From an optimization exercise on the open Yosys and OpenROAD flow, aimed at small area and a short achievable clock period; shortcuts taken in it are not production practice. The RTL was checked by simulation tests, not by an equivalence proof against the original design. No activity file was given, so power comes from the tool's default toggle rates.

==> flow/design.v (excerpt) <==
module divmodder #(parameter WIDTH = 32, parameter LATENCY = 4) (
  input clock, input reset,
  input [WIDTH-1:0] in1, input [WIDTH-1:0] in2,
  output [WIDTH-1:0] div, output [WIDTH-1:0] mod);
  wire [0:0] t0 = in1[31];
  wire hi0 = |in2[31:1];
  wire [0:0] dd0 = in2[0:0];
  wire [0:0] pg0 = ~(t0 ^ dd0);
  wire [0:0] gg0 = ~t0 & dd0;
  wire [1:0] bw0 = {gg0[0], 1'b0};
  wire [0:0] df0 = ~pg0 ^ bw0[0:0];
  wire ge0 = ~bw0[1] & ~hi0;
  wire [0:0] r1 = ge0 ? df0 : t0;
  wire [0:0] q1 = ge0;
  wire [1:0] t1 = {r1, in1[30]};
  wire hi1 = |in2[31:2];
  wire [1:0] dd1 = in2[1:0];
  wire [1:0] pg1 = ~(t1 ^ dd1);
  wire [1:0] gg1 = ~t1 & dd1;
  wire G1_1 = gg1[1] | (pg1[1] & gg1[0]);
  wire P1_1 = pg1[1] & pg1[0];
  wire [2:0] bw1 = {G1_1, gg1[0], 1'b0};
  wire [1:0] df1 = ~pg1 ^ bw1[1:0];
  wire ge1 = ~bw1[2] & ~hi1;
  wire [1:0] r2 = ge1 ? df1 : t1;
  wire [1:0] q2 = {q1, ge1};
  reg [31:0] s1_d;
  always @(posedge clock) s1_d <= in2;
  reg [29:0] s1_a;
  always @(posedge clock) s1_a <= in1[29:0];
  reg [1:0] s1_r;
  always @(posedge clock) s1_r <= r2;
  reg [1:0] s1_q;
  always @(posedge clock) s1_q <= q2;
  wire [2:0] t2 = {s1_r, s1_a[29]};
  ...
For scale: ~5100 cells after synthesis, roughly 130 I/O pins, roughly 36000 sq um of cells after synthesis.
Settings: LEC_CHECK=0, ABC_AREA=1, CAP_MARGIN=20, CORE_MARGIN=2, CORE_UTILIZATION=70, SLEW_MARGIN=20; clock period 85.0 ns.
standard.sh (not shown) runs the stock make flow with config.mk's settings and CLKGATE_MAP_FILE= SYNTH_SCRIPT=/design/flow/synth_recipe.tcl, a recipe that flattens the netlist after the stock synthesis.
==> flow/flow/run.sh <==
#!/bin/bash
# The standard layout, with plain buf_1 cells as the port buffers
# (instead of the default delay-buffer cells), and timing repair asked
# to leave a setup margin, so that it speeds up the critical paths.
set -euo pipefail
bash standard.sh "BUFFER_PORTS_ARGS=-buffer_cell sky130_fd_sc_hd__buf_1" "SETUP_SLACK_MARGIN=64.5" finish > standard.log 2>&1
The starting point produced a clean layout.
Then changed:
==> flow/flow/run.sh (replaced) <==
#!/bin/bash
# The standard layout, with plain buf_1 cells as the port buffers
# (instead of the default delay-buffer cells), and timing repair asked
# to leave a setup margin, so that it speeds up the critical paths.
set -euo pipefail
bash standard.sh "BUFFER_PORTS_ARGS=-buffer_cell sky130_fd_sc_hd__buf_1" "SETUP_SLACK_MARGIN=67" finish > standard.log 2>&1
--- a/flow/config.mk
+++ b/flow/config.mk
@@ -9,4 +9,4 @@
 export CAP_MARGIN = 20
 export CORE_MARGIN = 2
-export CORE_UTILIZATION = 70
+export CORE_UTILIZATION = 40
 export SLEW_MARGIN = 20
After rerunning: The changed run produced a clean layout; hold slack loses 0.0052 ns; final area increases by about a fifth; wire length increases by about a fifth; non-clock buffer count increases by 366; total power increases by about a fifth; clock power increases by roughly a tenth.
Then changed:
==> flow/flow/run.sh (replaced) <==
#!/bin/bash
# The standard layout, with plain buf_1 cells as the port buffers
# (instead of the default delay-buffer cells), and timing repair asked
# to leave a setup margin, so that it speeds up the critical paths.
set -euo pipefail
bash standard.sh "BUFFER_PORTS_ARGS=-buffer_cell sky130_fd_sc_hd__buf_1" "SETUP_SLACK_MARGIN=65" finish > standard.log 2>&1
--- a/flow/config.mk
+++ b/flow/config.mk
@@ -9,4 +9,4 @@
 export CAP_MARGIN = 20
 export CORE_MARGIN = 2
-export CORE_UTILIZATION = 40
+export CORE_UTILIZATION = 55
 export SLEW_MARGIN = 20
Effect:
- setup slack stays flat
- count of clock-buffer cells in the layout came out lower by 2
- cell area fell by about a fifth
- synthesized area does not change
Then changed:
--- a/flow/config.mk
+++ b/flow/config.mk
@@ -9,4 +9,5 @@
 export CAP_MARGIN = 20
 export CORE_MARGIN = 2
-export CORE_UTILIZATION = 55
+export CORE_UTILIZATION = 40
+export CTS_BUF_LIST = sky130_fd_sc_hd__clkbuf_4 sky130_fd_sc_hd__clkbuf_8
 export SLEW_MARGIN = 20
Result:
- via count shrinks by 1.2%
- area after synthesis is unchanged
- setup slack improves by 0.091 ns
- core utilization shrinks by 17 points
- flip-flop and latch count is unchanged
- wire length shrinks by 3.4%
- die area grows by 37%
- worst hold slack stays flat
- total power grows by 3.2%
- first-iteration DRC count shrinks by 17%
- fmax grows by 0.48%

---

Another version of the RTL of divmodder (not shown whole).
For scale: about 5,100 cells after synthesis, roughly 330 flip-flops, about 130 I/O pins.
clock: 85.0 ns
lec_check: 0
abc_area: 1
cap_margin: 20
core_margin: 2
core_utilization: 40
slew_margin: 20
==> flow/flow/run.sh <==
#!/bin/bash
# The standard layout, with plain buf_1 cells as the port buffers
# (instead of the default delay-buffer cells), and timing repair asked
# to leave a setup margin, so that it speeds up the critical paths.
set -euo pipefail
bash standard.sh "BUFFER_PORTS_ARGS=-buffer_cell sky130_fd_sc_hd__buf_1" "SETUP_SLACK_MARGIN=67" finish > standard.log 2>&1
Then changed:
==> flow/flow/run.sh (replaced) <==
#!/bin/bash
# The standard layout, with plain buf_1 cells as the port buffers
# (instead of the default delay-buffer cells), and timing repair asked
# to leave a setup margin, so that it speeds up the critical paths.
set -euo pipefail
bash standard.sh "BUFFER_PORTS_ARGS=-buffer_cell sky130_fd_sc_hd__buf_1" "SETUP_SLACK_MARGIN=65" finish > standard.log 2>&1
Outcome: Area after synthesis stays the same; worst hold slack is better by 0.0057 ns; setup slack is better by 0.044 ns.
Then changed:
==> flow/flow/run.sh (replaced) <==
#!/bin/bash
# The standard layout, with plain buf_1 cells as the port buffers
# (instead of the default delay-buffer cells), and timing repair asked
# to leave a setup margin, so that it speeds up the critical paths.
set -euo pipefail
bash standard.sh "BUFFER_PORTS_ARGS=-buffer_cell sky130_fd_sc_hd__buf_1" "SETUP_SLACK_MARGIN=63" finish > standard.log 2>&1
=> Via count went down by about 2.2%. Final cell count went down by 1.4%. Sequential cell count is unchanged. Area after synthesis stays the same. Combinational power went down by about 13%. Clock power is about the same. Design area went down by about 5%. Critical path depth went down by 1. First-iteration DRC count went up by about 2.8%.
Then changed:
==> flow/flow/run.sh (replaced) <==
#!/bin/bash
# The standard layout, with plain buf_1 cells as the port buffers
# (instead of the default delay-buffer cells).
set -euo pipefail
bash standard.sh "BUFFER_PORTS_ARGS=-buffer_cell sky130_fd_sc_hd__buf_1" finish > standard.log 2>&1
Result:
- wire length goes down by 2.5%
- worst hold slack stays flat
- flip-flop and latch count stays the same
- design area goes down by 2.0%
- first-iteration DRC count stays flat
- combinational power barely changes
- synthesized area is unchanged

---

RTL: one of the versions met above, not the one the previous note started from.
For scale: ~5100 cells after synthesis, roughly 330 flip-flops, roughly 130 I/O pins, roughly 0.036 mm^2 of cells after synthesis.
==> flow/config.mk <==
export PLATFORM = sky130hd
export DESIGN_NAME = divmodder
export DESIGN_NICKNAME = divmodder
export VERILOG_FILES = /design/flow/design.v
export SDC_FILE = /design/flow/constraint.sdc
export NUM_CORES = 4
export LEC_CHECK = 0
export ABC_AREA = 1
export CAP_MARGIN = 20
export CORE_MARGIN = 2
export CORE_UTILIZATION = 40
export CTS_BUF_LIST = sky130_fd_sc_hd__clkbuf_8
export CTS_CLUSTER_SIZE = 30
export SLEW_MARGIN = 20
==> flow/constraint.sdc <==
create_clock -name core_clock -period 85.0 [get_ports {clock}]
set_input_delay 17.0000 -clock core_clock [delete_from_list [all_inputs] [get_ports {clock}]]
set_output_delay 17.0000 -clock core_clock [all_outputs]
set_load 0.01 [all_outputs]
==> flow/flow/run.sh <==
#!/bin/bash
# The standard layout, with plain buf_1 cells as the port buffers
# (instead of the default delay-buffer cells), and timing repair asked
# to leave a setup margin, so that it speeds up the critical paths.
set -euo pipefail
bash standard.sh "BUFFER_PORTS_ARGS=-buffer_cell sky130_fd_sc_hd__buf_1" "SETUP_SLACK_MARGIN=65" finish > standard.log 2>&1
==> next run, changes <==
==> flow/config.mk (replaced) <==
export PLATFORM = sky130hd
export DESIGN_NAME = divmodder
export DESIGN_NICKNAME = divmodder
export VERILOG_FILES = /design/flow/design.v
export SDC_FILE = /design/flow/constraint.sdc
export NUM_CORES = 4
export LEC_CHECK = 0
export CAP_MARGIN = 20
export CORE_MARGIN = 2
export CORE_UTILIZATION = 55
export SLEW_MARGIN = 20
What happened:
- The changed run completed with no timing, DRC or antenna violations
- die area shrinks by 28%
- clock-buffer cell count falls by 25
- cell count is lower by 12%
- clock power goes down by about 3%
- synthesized area went down by 1.5%
- wire length rises by 29%
==> next run, changes <==
--- a/flow/config.mk
+++ b/flow/config.mk
@@ -6,6 +6,7 @@
 export NUM_CORES = 4
 export LEC_CHECK = 0
+export ABC_AREA = 1
 export CAP_MARGIN = 20
 export CORE_MARGIN = 2
-export CORE_UTILIZATION = 55
+export CORE_UTILIZATION = 40
 export SLEW_MARGIN = 20
The new run went through all stages and came out clean.
Wire length is lower by about a fifth.
Die area is higher by well over a third.
Area after synthesis is higher slightly.
Combinational power is lower by a quarter to a third.
Hold slack improves by 0.0046 ns.

==> port drivers added, routing unchanged <==
The flow's constraints put no driver on any port. The routed layouts listed below were extracted and timed again, unchanged, in two steps.
Step 1: set_driving_cell puts a clkbuf_16 on clock and a buf_2 on each other input, an assumption about the parent block.
Step 2 also shifts input and output timing later by t, the mid clock arrival at the registers, as if the neighbouring blocks saw the same clock.
a / b / c = ideal ports / drivers / drivers and shift; a / b = the first two.
run | t (ns) | slack for setup (ns) | pins driven straight from the clock port
the first run of note 1 | 0.631 | 65.329 / 65.329 / 65.329 | 1
the second run of note 1 | 0.695 | 65.770 / 65.770 / 65.702 | 1
the third run of note 1 | 0.638 | 65.769 / 65.703 / 65.328 | 1
the fourth run of note 1 | 0.794 | 65.860 / 65.860 / 65.553 | 1
the first run of note 2 | 0.662 | 64.442 / 64.374 / 64.139 | 1
the second run of note 2 | 0.644 | 64.486 / 64.421 / 64.185 | 1
the third run of note 2 | 0.671 | 63.336 / 63.328 / 62.713 | 1
the fourth run of note 2 | 0.669 | 61.895 / 61.895 / 61.895 | 1
the first run of note 3 | 0.795 | 65.863 / 65.863 / 65.554 | 1
the second run of note 3 | 0.664 | 63.416 / 63.416 / 63.416 | 1
the third run of note 3 | 0.669 | 65.867 / 65.867 / 65.569 | 1
After both steps setup and hold are still met in every run listed. For the third run of note 2, which loses most, drivers alone change the setup slack by -0.008 ns; drivers and shift together by -0.623 ns.
